Source: an optimization exercise on an open RTL-to-GDS flow (aim: small area). Production flows keep margins and buffers that such runs may drop. In this exercise RTL edits were held to simulation tests only and were not proved equivalent to the original.

==> flow/design.v (excerpt) <==
module advanced_trace_filter #(
    parameter DETERMINISTIC_DATA_WIDTH = 256,
    parameter NUM_OF_SEEDS = 4,
    parameter RANGES_PER_SEED = 4,
    parameter SEEDS_ADDR_WIDTH = 2,
    parameter RANGES_ADDR_WIDTH = 2,
    parameter BIT_COUNTS_WIDTH = 11
) (
    input wire clk,
    input wire rst_n,
    input wire en,
    input wire [DETERMINISTIC_DATA_WIDTH-1:0] data_pkt_deterministic,
    input wire [DETERMINISTIC_DATA_WIDTH-1:0] seed_input,
    input wire [DETERMINISTIC_DATA_WIDTH-1:0] seed_mask_input,
    input wire [SEEDS_ADDR_WIDTH-1:0] seed_address,
    input wire seed_write_enable,
    input wire [BIT_COUNTS_WIDTH-1:0] lower_bound_input,
    input wire [BIT_COUNTS_WIDTH-1:0] upper_bound_input,
    input wire [RANGES_ADDR_WIDTH-1:0] range_address,
    input wire range_write_enable,
    output wire drop_pkt,
    output wire keep_pkt,
    output wire [BIT_COUNTS_WIDTH-1:0] result_bit_counts_0_probe,
    output wire [BIT_COUNTS_WIDTH-1:0] lower_bound_0_0_probe,
    output wire [BIT_COUNTS_WIDTH-1:0] upper_bound_0_0_probe,
    output wire [NUM_OF_SEEDS*BIT_COUNTS_WIDTH-1:0] bit_counts
);
Size in the first run: roughly 5,700 cells after synthesis, ~880 I/O pins.
==> module advanced_trace_filter, before the edit <==
module advanced_trace_filter #(
    parameter DETERMINISTIC_DATA_WIDTH = 256,
    parameter NUM_OF_SEEDS = 4,
    parameter RANGES_PER_SEED = 4,
    parameter SEEDS_ADDR_WIDTH = 2,
    parameter RANGES_ADDR_WIDTH = 2,
    parameter BIT_COUNTS_WIDTH = 11
) (
    input wire clk,
    input wire rst_n,
    input wire en,
    input wire [DETERMINISTIC_DATA_WIDTH-1:0] data_pkt_deterministic,
    input wire [DETERMINISTIC_DATA_WIDTH-1:0] seed_input,
    input wire [DETERMINISTIC_DATA_WIDTH-1:0] seed_mask_input,
    input wire [SEEDS_ADDR_WIDTH-1:0] seed_address,
    input wire seed_write_enable,
    input wire [BIT_COUNTS_WIDTH-1:0] lower_bound_input,
    input wire [BIT_COUNTS_WIDTH-1:0] upper_bound_input,
    input wire [RANGES_ADDR_WIDTH-1:0] range_address,
    input wire range_write_enable,
    output wire drop_pkt,
    output wire keep_pkt,
    output wire [BIT_COUNTS_WIDTH-1:0] result_bit_counts_0_probe,
    output wire [BIT_COUNTS_WIDTH-1:0] lower_bound_0_0_probe,
    output wire [BIT_COUNTS_WIDTH-1:0] upper_bound_0_0_probe,
    output wire [NUM_OF_SEEDS*BIT_COUNTS_WIDTH-1:0] bit_counts
);
    localparam W = 256;
    localparam NS = 4;
    localparam NR = 4;
    reg [W-1:0] match_one_n [NS-1:0];    
    reg [W-1:0] match_zero_n [NS-1:0];   
    reg [NS-1:0] seed_valid;           
    wire [W-1:0] enc_one_n;
    wire [W-1:0] enc_zero_n;
    for (genvar k = 0; k < W; k++) begin : g_enc
        atf_nand2 u_one (.a(seed_input[k]), .b(seed_mask_input[k]), .y(enc_one_n[k]));
        atf_nand2 u_zero (.a(seed_mask_input[k]), .b(enc_one_n[k]), .y(enc_zero_n[k]));
    end
    always @(posedge clk) begin
        for (int i = 0; i < NS; i++) begin
            if (seed_write_enable && seed_address == i) begin
                match_one_n[i] <= enc_one_n;
                match_zero_n[i] <= enc_zero_n;
            end
        end
    end
    always @(posedge clk) begin
        if (!rst_n) begin
            seed_valid <= '0;
        end else if (seed_write_enable) begin
            seed_valid[seed_address] <= 1'b1;
        end
    end
    reg [8:0] counts [NS-1:0];
    for (genvar i = 0; i < NS; i++) begin : g_seed
        wire [W-1:0] agree;
        wire [8:0] pc;
        for (genvar k = 0; k < W; k++) begin : g_bit
            assign agree[k] = ~(data_pkt_deterministic[k] ? match_one_n[i][k] : match_zero_n[i][k]);
        end
        pos_bit_count pos_bit_count_inst (
            .gn(agree),
            .cnt(pc)
        );
        always @(posedge clk) begin
            counts[i] <= (rst_n && seed_valid[i]) ? pc : 9'd0;
        end
        assign bit_counts[i*BIT_COUNTS_WIDTH +: BIT_COUNTS_WIDTH] = {2'b00, counts[i]};
    end
    assign result_bit_counts_0_probe = {2'b00, counts[0]};
    reg [10:0] lower_0_0;
    reg [10:0] upper_0_0;
    reg [8:0] lower_n [1:NS*NR-1];
    reg [8:0] upper_n [1:NS*NR-1];
    wire [8:0] lower_in_n = (|lower_bound_input[10:9]) ? 9'h000 : ~lower_bound_input[8:0];
    wire [8:0] upper_in_n = (|upper_bound_input[10:9]) ? 9'h000 : ~upper_bound_input[8:0];
    wire [3:0] range_index = {seed_address, range_address};
    wire [10:0] lower_load = rst_n ? lower_bound_input : 11'h7ff;
    wire [10:0] upper_load = rst_n ? upper_bound_input : 11'h000;
    wire [8:0] lower_n_load = rst_n ? lower_in_n : 9'h000;
    wire [8:0] upper_n_load = rst_n ? upper_in_n : 9'h1ff;
    wire [NS*NR-1:0] range_load;
    for (genvar k = 0; k < NS*NR; k++) begin : g_rload
        assign range_load[k] = !rst_n || (range_write_enable && range_index == k);
    end
    always @(posedge clk) begin
        if (range_load[0]) begin
            lower_0_0 <= lower_load;
            upper_0_0 <= upper_load;
        end
    end
    always @(posedge clk) begin
        for (int k = 1; k < NS*NR; k++) begin
            if (range_load[k]) begin
                lower_n[k] <= lower_n_load;
                upper_n[k] <= upper_n_load;
            end
        end
    end
    assign lower_bound_0_0_probe = lower_0_0;
    assign upper_bound_0_0_probe = upper_0_0;
    wire [NS*NR-1:0] in_range;
    for (genvar k = 0; k < NS*NR; k++) begin : g_cmp
        wire [8:0] c = counts[k/NR];
        wire [8:0] ln;
        wire [8:0] un;
        wire [9:0] ge_c;
        wire [9:0] gt_c;
        wire lower_ok;
        wire upper_ok;
        if (k == 0) begin : g_exact
            assign ln = ~lower_0_0[8:0];
            assign un = ~upper_0_0[8:0];
            assign lower_ok = ~|lower_0_0[10:9] & ge_c[9];
            assign upper_ok = |upper_0_0[10:9] | ~gt_c[9];
        end else begin : g_sat
            assign ln = lower_n[k];
            assign un = upper_n[k];
            assign lower_ok = ge_c[9];
            assign upper_ok = ~gt_c[9];
        end
        assign ge_c[0] = 1'b1;
        assign gt_c[0] = 1'b0;
        assign ge_c[1] = c[0] | ln[0];
        assign gt_c[1] = c[0] & un[0];
        for (genvar n = 1; n < 9; n++) begin : g_bit
            atf_maj3 u_ge (.a(c[n]), .b(ln[n]), .c(ge_c[n]), .y(ge_c[n+1]));
            atf_maj3 u_gt (.a(c[n]), .b(un[n]), .c(gt_c[n]), .y(gt_c[n+1]));
        end
        assign in_range[k] = lower_ok & upper_ok;
    end
    wire hit = |in_range;
    reg keep;
    always @(posedge clk) begin
        keep <= rst_n && en && hit;
    end
    assign keep_pkt = keep;
    assign drop_pkt = ~keep;
endmodule
Settings: LEC_CHECK=0, CAP_MARGIN=20, CORE_MARGIN=2, CORE_UTILIZATION=65, SLEW_MARGIN=20, SYNTH_HIERARCHICAL=1, SYNTH_MINIMUM_KEEP_SIZE=0; clock period 12.0 ns.
standard.sh (not shown) runs the stock make flow with config.mk's settings and CLKGATE_MAP_FILE= SYNTH_SCRIPT=/design/flow/synth_recipe.tcl, a recipe that flattens the netlist after the stock synthesis.
==> flow/flow/run.sh <==
#!/bin/bash
# Layout flow: the standard flow (standard.sh, unchanged synthesis) with
# two layout settings changed:
#  - input and output ports are buffered with the smallest buffer
#    (sky130_fd_sc_hd__buf_1) instead of the default delay buffer;
#  - clock tree synthesis builds the tree from sky130_fd_sc_hd__clkbuf_4 (clusters of at most 10 flip-flops within 40 um) and
#    adds no dummy loads.
# standard.sh's output goes to standard.log; ORFS keeps each step's log in orfs/logs/.
export BUFFER_PORTS_ARGS="-buffer_cell sky130_fd_sc_hd__buf_1"
export CTS_ARGS="-sink_clustering_enable -repair_clock_nets -dont_use_dummy_load -buf_list sky130_fd_sc_hd__clkbuf_4 -sink_clustering_size 10 -sink_clustering_max_diameter 40"
bash standard.sh > standard.log 2>&1
The first run ran to the end with no violations.
==> next run, changes <==
--- a/flow/design.v
+++ b/flow/design.v
@@ -852,4 +852,5 @@
         end
     end
+    wire [W-1:0] data_n = ~data_pkt_deterministic;
     reg [8:0] counts [NS-1:0];
     for (genvar i = 0; i < NS; i++) begin : g_seed
@@ -857,5 +858,9 @@
         wire [8:0] pc;
         for (genvar k = 0; k < W; k++) begin : g_bit
-            assign agree[k] = ~(data_pkt_deterministic[k] ? match_one_n[i][k] : match_zero_n[i][k]);
+            atf_oai22 u_agree (
+                .a1(data_pkt_deterministic[k]), .a2(match_zero_n[i][k]),
+                .b1(data_n[k]), .b2(match_one_n[i][k]),
+                .y(agree[k])
+            );
         end
         pos_bit_count pos_bit_count_inst (
@@ -945,4 +950,13 @@
     assign y = ~(a & b);
 endmodule
+module atf_oai22 (
+    input  wire a1,
+    input  wire a2,
+    input  wire b1,
+    input  wire b2,
+    output wire y
+);
+    assign y = ~((a1 | a2) & (b1 | b2));
+endmodule
 module atf_maj3 (
     input  wire a,
Effect: Sequential share of layout area climbs by 1.5 points; clock skew fell by 0.0073 ns; clock-buffer cell count is higher by 2; cell area went down by 2.5%; non-clock buffer count stays the same; flip-flop and latch count is unchanged; core utilization came out higher by 0.87 points; register-to-register slack gets better by 0.05 ns.

-- separate check: timing with driven ports --
In the flow no input, the clock included, has a driving cell. The finished layouts below were timed again as built, in two steps.
Step 1 sets driving cells, clkbuf_16 on the clock port and buf_2 on the other inputs (assumed; they add their load-dependent delay and slew).
Step 2 adds t to the input delays and takes it off the output delays; t is the mean of the earliest and latest rising clock arrival at the registers after step 1. Input paths then give back, and output paths get back, about the clock's delay inside the block.
Slacks: ideal / step 1 / step 2; pairs: ideal / step 1.
run	shift t [ns]	slack for setup (ns)	worst setup path at the end
the first run	1.459	3.579 / 3.561 / 2.102	input to register
the second run	1.380	3.558 / 3.581 / 2.201	input to register
After both steps every run listed still meets setup and hold. For the first run, which loses most, drivers alone change the setup slack by -0.018 ns; drivers and shift together by -1.477 ns.
